Source: an optimization exercise on an open RTL-to-GDS flow (aim: small area and a short achievable clock period). Production flows keep margins and buffers that such runs may drop. At most, simulation tests tie the RTL to the original design; equivalence was not proved. Power is estimated from default activity; no workload was simulated.

==> module FP32Adder2_norm, before the edit <==
module FP32Adder2_norm(
    input  wire [24:0] v,
    input  wire [4:0]  sh,
    input  wire        q,
    input  wire [7:0]  l_exp1,
    input  wire        off,       
    output wire [22:0] mant,
    output wire [7:0]  exp,
    output wire        ovf
);
    wire [24:0] n = v << sh[3:0];
    assign mant = {n[23] & ~q, n[22:1]} & {23{~off}};
    wire zero = sh[4] & sh[3];
    wire [6:0] el = {1'b0, l_exp1[4:0], 1'b1} + {1'b0, ~sh, ~q};
    wire [2:0] hm = l_exp1[7:5] - 3'd1;
    wire [7:0] e  = {el[6] ? l_exp1[7:5] : hm, el[5:1]};
    assign exp = (zero | off) ? 8'd0 : e;
    wire [7:0] d  = l_exp1 ^ {3'd0, sh};
    wire [7:0] m;
    assign m[0] = 1'b1;
    genvar i;
    generate for (i = 1; i < 8; i = i + 1) begin : tm
        assign m[i] = &l_exp1[i-1:0];
    end endgenerate
    wire top = q ? ~|d : ~|(d ^ m);
    assign ovf = ~off & (~|l_exp1 | (~zero & top));
endmodule
Settings: LEC_CHECK=0, ABC_AREA=1, CAP_MARGIN=20, CORE_MARGIN=2, CORE_UTILIZATION=55, PLACE_DENSITY=0.75, SLEW_MARGIN=20; clock period 9.5 ns.
standard.sh (not shown) runs the stock make flow with config.mk's settings and CLKGATE_MAP_FILE= SYNTH_SCRIPT=/design/flow/synth_recipe.tcl, a recipe that flattens the netlist after the stock synthesis.
==> flow/flow/run.sh <==
#!/bin/bash
set -euo pipefail
export BUFFER_PORTS_ARGS="-buffer_cell sky130_fd_sc_hd__buf_1"
export SETUP_SLACK_MARGIN=5.2
export CTS_ARGS="-sink_clustering_enable -repair_clock_nets -buf_list sky130_fd_sc_hd__clkbuf_8 -dont_use_dummy_load"
bash standard.sh > make.log 2>&1
Change:
--- a/flow/design.v
+++ b/flow/design.v
@@ -103,9 +103,18 @@
     wire [24:0] n = v << sh[3:0];
     assign mant = {n[23] & ~q, n[22:1]} & {23{~off}};
     wire zero = sh[4] & sh[3];
-    wire [6:0] el = {1'b0, l_exp1[4:0], 1'b1} + {1'b0, ~sh, ~q};
+    wire [4:0] x  = l_exp1[4:0];
+    wire [4:0] bg = ~x & sh;
+    wire [4:0] bp = ~(x ^ sh);
+    wire [5:0] b;
+    assign b[0] = q;
+    assign b[1] = bg[0] | (bp[0] & q);
+    assign b[2] = bg[1] | (bp[1] & bg[0]) | (&bp[1:0] & q);
+    assign b[3] = bg[2] | (bp[2] & bg[1]) | (&bp[2:1] & bg[0]) | (&bp[2:0] & q);
+    assign b[4] = bg[3] | (bp[3] & bg[2]) | (&bp[3:2] & bg[1]) | (&bp[3:1] & bg[0]) | (&bp[3:0] & q);
+    assign b[5] = bg[4] | (bp[4] & bg[3]) | (&bp[4:3] & bg[2]) | (&bp[4:2] & bg[1]) | (&bp[4:1] & bg[0]) | (&bp[4:0] & q);
     wire [2:0] hm = l_exp1[7:5] - 3'd1;
-    wire [7:0] e  = {el[6] ? l_exp1[7:5] : hm, el[5:1]};
+    wire [7:0] e  = {b[5] ? hm : l_exp1[7:5], ~bp ^ b[4:0]};
     assign exp = (zero | off) ? 8'd0 : e;
     wire [7:0] d  = l_exp1 ^ {3'd0, sh};
     wire [7:0] m;
Worst setup slack is worse by 0.060 ns.
First-iteration DRC count fell by a few percent.
Area after synthesis is about the same.
Die area hardly moves.
Power rose by a few percent.
The RTL of the second run of this note was laid out without a check of its function.


SyncFP32Adder2 with an RTL version that a note above also has.
Size in the first run: roughly 1300 cells after synthesis, roughly 100 flip-flops, about 8300 µm² of cells after synthesis.
==> module FP32Adder2_align, before the edit <==
module FP32Adder2_align(
    input  wire [31:0] a,
    input  wire [31:0] b,
    output wire        l_sign,
    output wire [7:0]  l_exp1,    
    output wire [23:0] l_manx,    
    output wire        sub,
    output wire [23:0] t_man,     
    output wire [1:0]  t_sh       
);
    assign sub = a[31] ^ b[31];
    wire [7:0] ea = a[30:23];
    wire [7:0] eb = b[30:23];
    wire [7:0] y;
    wire       c;
    sub8 ed(.x(ea), .y(eb), .d(y), .gt(c));
    wire [7:0] s  = y ^ {8{~c}};
    wire       far = |s[7:5];                   
    wire       ha = |ea;
    wire       hb = |eb;
    wire [23:0] ta = {ha, a[22:0]};
    wire [23:0] tb = {hb, b[22:0]};
    wire [23:0] t  = c ? {1'b0, tb[23:1]} : ta;
    wire [23:0] t1 = t >> {s[3:2], 2'b00};
    assign t_man  = far ? 24'd0 : s[4] ? {16'd0, t1[23:16]} : t1;
    assign t_sh   = s[1:0];
    wire [7:0] el = c ? ea : eb;
    assign l_exp1 = el + 8'd1;
    assign l_manx = (c ? ta : tb) ^ {24{sub}};
    assign l_sign = c ? a[31] : b[31];
endmodule
==> module FP32Adder2_norm, before the edit <==
module FP32Adder2_norm(
    input  wire [24:0] v,
    input  wire [4:0]  sh,
    input  wire        q,
    input  wire [7:0]  l_exp1,
    input  wire        off,       
    output wire [22:0] mant,
    output wire [7:0]  exp,
    output wire        ovf
);
    wire [24:0] n = v << sh[3:0];
    assign mant = {n[23] & ~q, n[22:1]} & {23{~off}};
    wire zero = sh[4] & sh[3];
    wire [4:0] x  = l_exp1[4:0];
    wire [4:0] bg = ~x & sh;
    wire [4:0] bp = ~(x ^ sh);
    wire [5:0] b;
    assign b[0] = q;
    assign b[1] = bg[0] | (bp[0] & q);
    assign b[2] = bg[1] | (bp[1] & bg[0]) | (&bp[1:0] & q);
    assign b[3] = bg[2] | (bp[2] & bg[1]) | (&bp[2:1] & bg[0]) | (&bp[2:0] & q);
    assign b[4] = bg[3] | (bp[3] & bg[2]) | (&bp[3:2] & bg[1]) | (&bp[3:1] & bg[0]) | (&bp[3:0] & q);
    assign b[5] = bg[4] | (bp[4] & bg[3]) | (&bp[4:3] & bg[2]) | (&bp[4:2] & bg[1]) | (&bp[4:1] & bg[0]) | (&bp[4:0] & q);
    wire [2:0] hm = l_exp1[7:5] - 3'd1;
    wire [7:0] e  = {b[5] ? hm : l_exp1[7:5], ~bp ^ b[4:0]};
    assign exp = (zero | off) ? 8'd0 : e;
    wire [7:0] d  = l_exp1 ^ {3'd0, sh};
    wire [7:0] m;
    assign m[0] = 1'b1;
    genvar i;
    generate for (i = 1; i < 8; i = i + 1) begin : tm
        assign m[i] = &l_exp1[i-1:0];
    end endgenerate
    wire top = q ? ~|d : ~|(d ^ m);
    assign ovf = ~off & (~|l_exp1 | (~zero & top));
endmodule
clock: 9.5 ns
lec_check: 0
abc_area: 1
cap_margin: 20
core_margin: 2
core_utilization: 55
place_density: 0.8
slew_margin: 20
==> flow/flow/run.sh <==
#!/bin/bash
set -euo pipefail
export BUFFER_PORTS_ARGS="-buffer_cell sky130_fd_sc_hd__buf_1"
export SETUP_SLACK_MARGIN=5.3
export CTS_ARGS="-sink_clustering_enable -repair_clock_nets -buf_list sky130_fd_sc_hd__clkbuf_8 -dont_use_dummy_load"
export SKIP_GATE_CLONING=1

bash standard.sh > make.log 2>&1
Next try:
--- a/flow/design.v
+++ b/flow/design.v
@@ -22,6 +22,7 @@
     wire [23:0] tb = {hb, b[22:0]};
     wire [23:0] t  = c ? {1'b0, tb[23:1]} : ta;
-    wire [23:0] t1 = t >> {s[3:2], 2'b00};
-    assign t_man  = far ? 24'd0 : s[4] ? {16'd0, t1[23:16]} : t1;
+    wire [23:0] t1 = s[2] ? {4'd0, t[23:4]} : t;
+    wire [23:0] t2 = (s[3] | far) ? {8'd0, t1[23:8]} : t1;
+    assign t_man  = (s[4] | far) ? {16'd0, t2[23:16]} : t2;
     assign t_sh   = s[1:0];
     wire [7:0] el = c ? ea : eb;
@@ -104,16 +105,7 @@
     assign mant = {n[23] & ~q, n[22:1]} & {23{~off}};
     wire zero = sh[4] & sh[3];
-    wire [4:0] x  = l_exp1[4:0];
-    wire [4:0] bg = ~x & sh;
-    wire [4:0] bp = ~(x ^ sh);
-    wire [5:0] b;
-    assign b[0] = q;
-    assign b[1] = bg[0] | (bp[0] & q);
-    assign b[2] = bg[1] | (bp[1] & bg[0]) | (&bp[1:0] & q);
-    assign b[3] = bg[2] | (bp[2] & bg[1]) | (&bp[2:1] & bg[0]) | (&bp[2:0] & q);
-    assign b[4] = bg[3] | (bp[3] & bg[2]) | (&bp[3:2] & bg[1]) | (&bp[3:1] & bg[0]) | (&bp[3:0] & q);
-    assign b[5] = bg[4] | (bp[4] & bg[3]) | (&bp[4:3] & bg[2]) | (&bp[4:2] & bg[1]) | (&bp[4:1] & bg[0]) | (&bp[4:0] & q);
+    wire [6:0] el = {1'b0, l_exp1[4:0], 1'b1} + {1'b0, ~sh, ~q};
     wire [2:0] hm = l_exp1[7:5] - 3'd1;
-    wire [7:0] e  = {b[5] ? hm : l_exp1[7:5], ~bp ^ b[4:0]};
+    wire [7:0] e  = {el[6] ? l_exp1[7:5] : hm, el[5:1]};
     assign exp = (zero | off) ? 8'd0 : e;
     wire [7:0] d  = l_exp1 ^ {3'd0, sh};
=>
- combinational power went down by 15%
- sequential share of layout area barely changes
- power falls by 11%
- cell count shrinks by 1.0%
- flip-flop and latch count is unchanged
- non-clock buffer count came out higher by 5
No run of this note included a check of the RTL's function; only the layout flow was run.

==> afterwards: timing with drivers on the ports <==
Ports are ideal in the flow. The routed layouts listed here were re-timed in OpenROAD.
Step 1, drivers: a clkbuf_16 drives clk and a buf_2 each remaining input, both assumed.
Step 2 moves the port delays by t, midway between the first and last clock arrival at a register: inputs arrive t later, outputs are due t later. That takes back most of the time a late clock gives input paths.
a / b / c = ideal ports / drivers / drivers and shift; a / b = the first two.
| run | t (ns) | slack for setup (ns) | latest minus earliest clock arrival (ns) |
|---|---|---|---|
| the first run of note 1 | 0.388 | 5.290 / 5.253 / 5.004 | 0.039 / 0.039 |
| the second run of note 1 | 0.387 | 5.230 / 5.244 / 4.857 | 0.033 / 0.034 |
| the first run of note 2 | 0.387 | 5.300 / 5.305 / 4.919 | 0.029 / 0.029 |
| the second run of note 2 | 0.404 | 5.280 / 5.243 / 4.974 | 0.027 / 0.026 |
After both steps every run listed still meets setup and hold. For the first run of note 2, which loses most, drivers alone change the setup slack by +0.005 ns; drivers and shift together by -0.381 ns.
